What follows belongs to an exercise in optimizing a design on an open flow for small area; a production flow would make more cautious choices.

== before ==
==> flow/design.v <==
module System_top #(
    parameter  DATA_WIDTH='d8 ,
                DATA_DEPTH='d16,
                PRESCALE_WIDTH='d5,
                NUM_STAGES='d2,
                RATIO_WD='d4
) (
    input wire REF_CLK,
    input wire RST,
    input wire RX_IN,
    output wire TX_OUT
);
localparam [3:0] S_IDLE = 4'd0,    
                 S_WA   = 4'd1,    
                 S_WD   = 4'd2,    
                 S_WR   = 4'd3,    
                 S_RA   = 4'd4,    
                 S_RD   = 4'd5,    
                 S_CA   = 4'd6,    
                 S_CAW  = 4'd7,    
                 S_CB   = 4'd8,    
                 S_CBW  = 4'd9,    
                 S_DF   = 4'd10,   
                 S_AL   = 4'd11,   
                 S_AIM  = 4'd12,   
                 S_AID  = 4'd13,   
                 S_AS   = 4'd14,   
                 S_TX   = 4'd15;   
reg  [3:0]  state;
reg  [3:0]  slot_cnt;    
reg         clr;         
reg         rx_act;      
reg  [3:0]  cyc;         
reg  [3:0]  bitn;        
reg  [15:0] P;
reg         cy;          
reg         sg;          
reg         hb;          
reg         second;      
reg         pe, pt;      
reg  [3:0]  r3;          
reg  [15:0] ring0, ring1, ring2, ring3, ring4, ring5, ring6, ring7;
wire [7:0]  T = {ring7[0], ring6[0], ring5[0], ring4[0],
                 ring3[0], ring2[0], ring1[0], ring0[0]};
wire        is2 = (slot_cnt == 4'd2);
wire        is3 = (slot_cnt == 4'd3);
wire [7:0]  rv  = {3'b000, is2, is2 | is3, is2, 1'b0, is2};
wire [3:0]  waddr = (state == S_CAW) ? 4'd0 : ((state == S_CBW) ? 4'd1 : P[3:0]);
wire        wr    = ((state == S_WR) | (state == S_CAW) | (state == S_CBW)) & (slot_cnt == waddr);
wire [7:0]  rin   = clr ? rv : (wr ? P[15:8] : T);
always @(posedge REF_CLK) begin
    ring0 <= {rin[0], ring0[15:1]};
    ring1 <= {rin[1], ring1[15:1]};
    ring2 <= {rin[2], ring2[15:1]};
    ring3 <= {rin[3], ring3[15:1]};
    ring4 <= {rin[4], ring4[15:1]};
    ring5 <= {rin[5], ring5[15:1]};
    ring6 <= {rin[6], ring6[15:1]};
    ring7 <= {rin[7], ring7[15:1]};
end
always @(posedge REF_CLK or negedge RST) begin
    if (!RST) begin
        slot_cnt <= 4'd0;
        clr      <= 1'b1;
    end else begin
        slot_cnt <= {slot_cnt[2:0],
                     slot_cnt[3] ^ slot_cnt[2] ^ (slot_cnt[2:0] == 3'b000)};
        if (slot_cnt == 4'd8)
            clr <= 1'b0;
    end
end
always @(posedge REF_CLK) begin
    if (is2) begin
        pe <= T[0];
        pt <= T[1];
    end
    if (is3)
        r3 <= T[3:0];
end
wire [3:0]  fn    = P[11:8];                    
wire        fmul  = (fn == 4'd2);
wire        fdiv  = (fn == 4'd3);
wire        aim   = (state == S_AIM);
wire        aid   = (state == S_AID);
wire        as    = (state == S_AS);
wire        f_cmp = (fn[3:2] == 2'b10);         
wire        f_sub = (fn == 4'd1) | f_cmp;       
wire        f_lg  = (fn[3:2] == 2'b01);         
wire        f_sl  = (fn[3:2] == 2'b11) &  fn[0];    
wire        f_sr  = (fn[3:2] == 2'b11) & ~fn[0];    
wire        f_ld1 = fmul | (fn[3:1] == 3'b111);     
wire        Tb    = T[cyc[2:0]];                
wire        x     = as ? P[0] : (aid ? hb : P[8]);
wire        yb    = aim ? (P[0] & Tb) :
                    aid ? (Tb ^ ~sg) :
                    ((f_sl ? x : Tb) ^ f_sub);
wire        fs    = x ^ yb ^ cy;
wire        fc    = (x & yb) | (x & cy) | (yb & cy);
wire        lgb   = fn[1] ^ (fn[0] ? (x | Tb) : (x & Tb));
wire        ins   = (aim | aid) ? fs :
                    f_lg ? lgb :
                    (f_sr | (fn == 4'd8)) ? 1'b0 : fs;
wire        ser   = ~cyc[3] & (aim ? (slot_cnt == 4'd0) : (slot_cnt == 4'd1));
wire        post  = (aim | aid) & cyc[3];       
wire        as_st = as & ser;                   
wire        as_end = as_st & (f_sr | (cyc[2:0] == 3'b111));
wire        hi_st = (aim | aid) & ser;          
wire        m_post = aim & post;                
wire        d_post = aid & post;                
wire        s8     = hb ^ ~sg ^ cy;             
wire        last   = (bitn == 4'd7);
wire        nz    = sg | ins;                   
wire        gt    = fc & nz;                    
wire [7:0]  hiv   = (fn == 4'd1) ? {8{~fc}} : {7'b0, (fn == 4'd0) & fc};
wire        rx_en   = (state <= S_DF);
wire        tx      = (state == S_TX);
wire        bend    = (cyc[3:1] == 3'b111);     
wire        rx_smp  = rx_act & (cyc == 4'd11);  
wire        rx_dat  = rx_smp & (bitn != 4'd0) & ~bitn[3] | rx_smp & (bitn == 4'd8);
wire        rx_end  = rx_smp & ((bitn == 4'd10) | (bitn == 4'd9) & ~pe);
wire        tx_dat  = tx & bend & (bitn != 4'd0) & (bitn <= 4'd8);
wire        tx_end  = tx & bend & ((bitn == 4'd10) | (bitn == 4'd9) & ~pe);
wire [7:0]  rxb     = P[15:8];                  
wire        rd_hit  = (state == S_RD) & (slot_cnt == P[11:8]);
wire        al_hit  = (state == S_AL) & (slot_cnt == {3'b000, f_ld1});
wire        m_done  = m_post & last;
wire        d_done  = d_post & last;
wire        go_tx   = rd_hit | m_done | d_done | as_end;
assign TX_OUT = ~tx | ((bitn == 4'd0) ? 1'b0 :
                       (bitn <= 4'd8) ? P[0] :
                       ((bitn == 4'd9) & pe) ? cy : 1'b1);
always @(posedge REF_CLK or negedge RST) begin
    if (!RST) begin
        state  <= S_IDLE;
        rx_act <= 1'b0;
    end else begin
        if (!rx_act) begin
            if (rx_en & ~RX_IN)
                rx_act <= 1'b1;
        end else if (rx_end)
            rx_act <= 1'b0;
        case (state)
            S_IDLE: if (rx_end) begin
                        if (rxb == 8'hAA)      state <= S_WA;
                        else if (rxb == 8'hBB) state <= S_RA;
                        else if (rxb == 8'hCC) state <= S_CA;
                        else if (rxb == 8'hDD) state <= S_DF;
                    end
            S_WA:   if (rx_end) state <= S_WD;
            S_WD:   if (rx_end) state <= S_WR;
            S_WR:   if (wr) state <= S_IDLE;
            S_RA:   if (rx_end) state <= S_RD;
            S_CA:   if (rx_end) state <= S_CAW;
            S_CAW:  if (wr) state <= S_CB;
            S_CB:   if (rx_end) state <= S_CBW;
            S_CBW:  if (wr) state <= S_DF;
            S_DF:   if (rx_end) state <= S_AL;
            S_AL:   if (al_hit) state <= fmul ? S_AIM : (fdiv ? S_AID : S_AS);
            S_TX:   if (tx_end & ~second) state <= S_IDLE;
            default: if (go_tx) state <= S_TX;      
        endcase
    end
end
always @(posedge REF_CLK) begin
    if (go_tx | tx_end) begin
        cyc  <= ~r3;
        bitn <= 4'd0;
    end else if (rx_act | tx) begin
        if (bend) begin
            cyc  <= tx ? ~r3 : 4'd7;
            bitn <= bitn + 4'd1;
        end else
            cyc  <= cyc + 4'd1;
    end else if (al_hit) begin
        cyc  <= 4'd0;
        bitn <= 4'd0;
    end else if (aim | aid | as) begin
        if (ser)
            cyc  <= cyc + 4'd1;
        if (post) begin
            cyc  <= 4'd0;
            bitn <= bitn + 4'd1;
        end
    end else begin
        cyc  <= 4'd8;       
        bitn <= 4'd0;
    end
    if (rx_dat | tx_dat)
        P <= {RX_IN, P[15:1]};
    if (rd_hit)
        P[7:0] <= T;
    if (al_hit) begin
        P[7:0] <= T;
        if (fmul | fdiv)
            P[15:8] <= 8'h00;
    end
    if (hi_st)
        P[15:8] <= {ins, P[15:9]};
    if (m_post)
        P <= {cy, P[15:1]};
    if (d_post) begin
        P[7:0] <= {P[6:0], ~s8};
        if (last)
            P[15:8] <= 8'h00;
    end
    if (as_st) begin
        P[7:0] <= {ins, P[7:1]};
        if (as_end) begin
            P[15:8] <= hiv;
            if (f_cmp)
                P[7:0] <= {6'b0, fn[1] & gt, fn[0] & (fn[1] ? gt : ~nz)};
        end
    end
    if (tx & bend & (bitn == 4'd0))
        cy <= pt;
    else if (tx_dat)
        cy <= cy ^ P[0];
    else if (al_hit)
        cy <= f_sub | fdiv;
    else if (as_st | hi_st)
        cy <= fc;
    else if (m_post)
        cy <= 1'b0;
    else if (d_post)
        cy <= ~s8;
    if (al_hit)
        sg <= 1'b0;
    else if (as_st)
        sg <= nz;
    else if (d_post)
        sg <= s8;
    if (al_hit)
        hb <= T[7];
    else if (aid & ser)
        hb <= P[8];
    else if (d_post)
        hb <= P[6];
    if (state == S_RD)
        second <= 1'b0;
    else if (state == S_AL)
        second <= 1'b1;
    else if (tx_end)
        second <= 1'b0;
end
endmodule
==> flow/config.mk <==
export PLATFORM = sky130hd
export DESIGN_NAME = System_top
export DESIGN_NICKNAME = System_top
export VERILOG_FILES = /design/flow/design.v
export SDC_FILE = /design/flow/constraint.sdc
export NUM_CORES = 4
export LEC_CHECK = 0
export CAP_MARGIN = 20
export CORE_MARGIN = 2
export CORE_UTILIZATION = 60
export CTS_BUF_LIST = sky130_fd_sc_hd__clkbuf_8
export SLEW_MARGIN = 20
==> flow/constraint.sdc <==
create_clock -name core_clock -period 32.0 [get_ports {REF_CLK}]
set_input_delay 6.4000 -clock core_clock [delete_from_list [all_inputs] [get_ports {REF_CLK}]]
set_output_delay 6.4000 -clock core_clock [all_outputs]
set_load 0.01 [all_outputs]
standard.sh (not shown) runs the stock make flow with config.mk's settings and CLKGATE_MAP_FILE= SYNTH_SCRIPT=/design/flow/synth_recipe.tcl, a recipe that flattens the netlist after the stock synthesis.
==> flow/flow/run.sh <==
#!/bin/bash
# Standard ORFS flow with CTS told not to add dummy loads.
export CTS_ARGS="-sink_clustering_enable -repair_clock_nets -buf_list sky130_fd_sc_hd__clkbuf_8 -dont_use_dummy_load"
bash standard.sh > standard.log 2>&1
Here is what was changed in the inputs of after compared with before.
-- flow/design.v --
<<< before, line 11
    output wire TX_OUT
);
localparam [3:0] S_IDLE = 4'd0,    
                 S_WA   = 4'd1,    
                 S_WD   = 4'd2,    
                 S_WR   = 4'd3,    
                 S_RA   = 4'd4,    
                 S_RD   = 4'd5,    
                 S_CA   = 4'd6,    
                 S_CAW  = 4'd7,    
                 S_CB   = 4'd8,    
                 S_CBW  = 4'd9,    
                 S_DF   = 4'd10,   
                 S_AL   = 4'd11,   
                 S_AIM  = 4'd12,   
                 S_AID  = 4'd13,   
                 S_AS   = 4'd14,   
                 S_TX   = 4'd15;   
reg  [3:0]  state;
reg  [3:0]  slot_cnt;    
>>> after, line 11
    output wire TX_OUT
);
localparam [3:0] S_IDLE = 4'd3,    
                 S_WA   = 4'd8,    
                 S_WD   = 4'd2,    
                 S_WR   = 4'd10,    
                 S_RA   = 4'd9,    
                 S_RD   = 4'd15,    
                 S_CA   = 4'd11,    
                 S_CAW  = 4'd13,    
                 S_CB   = 4'd1,    
                 S_CBW  = 4'd12,    
                 S_DF   = 4'd0,   
                 S_AL   = 4'd4,   
                 S_AIM  = 4'd7,   
                 S_AID  = 4'd6,   
                 S_AS   = 4'd5,   
                 S_TX   = 4'd14;   
reg  [3:0]  state;
reg  [3:0]  slot_cnt;    
<<< before, line 113
wire        gt    = fc & nz;                    
wire [7:0]  hiv   = (fn == 4'd1) ? {8{~fc}} : {7'b0, (fn == 4'd0) & fc};
wire        rx_en   = (state <= S_DF);
wire        tx      = (state == S_TX);
wire        bend    = (cyc[3:1] == 3'b111);     
>>> after, line 113
wire        gt    = fc & nz;                    
wire [7:0]  hiv   = (fn == 4'd1) ? {8{~fc}} : {7'b0, (fn == 4'd0) & fc};
wire        rx_en   = (state == S_IDLE) | (state == S_WA) | (state == S_WD) | (state == S_WR) |
                      (state == S_RA) | (state == S_CA) | (state == S_CAW) | (state == S_CB) |
                      (state == S_CBW) | (state == S_DF);
wire        tx      = (state == S_TX);
wire        bend    = (cyc[3:1] == 3'b111);     
## What came out
- Going from before to after, final worst-path cycle share down 0.55 points, aggregate global-route resource usage went down, via density per instance decreased 1.9%, cell count fell by 36.
- before → after: post-synthesis net count went down by about 7%; maximum clock rate went up by 2.3 MHz; post-placement cell count went down by 5.1%.
- Diff before -> after: clock buffer and inverter area fraction after layout flat, number of global-route vias before repair down 327.
- Final HPWL from detailed placement | after below before
- Measured against each other, after and before differ in cell area, the lower figure coming from after.
Function was not checked in any run of this note: the RTL went through the layout flow alone.

==> re-timing with driven ports <==
How much do the figures lean on ideal ports? The routed layouts below were timed once more, with nothing changed but the port constraints.
Step 1 (the two cells are an assumption about what drives the block):
set clk [get_ports {REF_CLK}]
set_driving_cell -lib_cell sky130_fd_sc_hd__clkbuf_16 $clk
set_driving_cell -lib_cell sky130_fd_sc_hd__buf_2 [delete_from_list [all_inputs] $clk]
Step 2 adds t to the input delays and takes it off the output delays; t is the mean of the earliest and latest rising clock arrival at the registers after step 1. Input paths then give back, and output paths get back, about the clock's delay inside the block.
Slacks: ideal ports / drivers / drivers and shift; pairs: ideal ports / drivers.
run	t (ns)	slack for setup (ns)	hold WS [ns]	slew at the worst register clock pin (ns)	worst slew at a driven data input, ns
before	0.466	23.130 / 23.095 / 23.560	0.315 / 0.315 / 0.315	0.08 / 0.08	0.03
after	0.465	23.306 / 23.272 / 23.737	0.312 / 0.312 / 0.312	0.09 / 0.09	0.03
After both steps setup and hold are still met in every run listed.
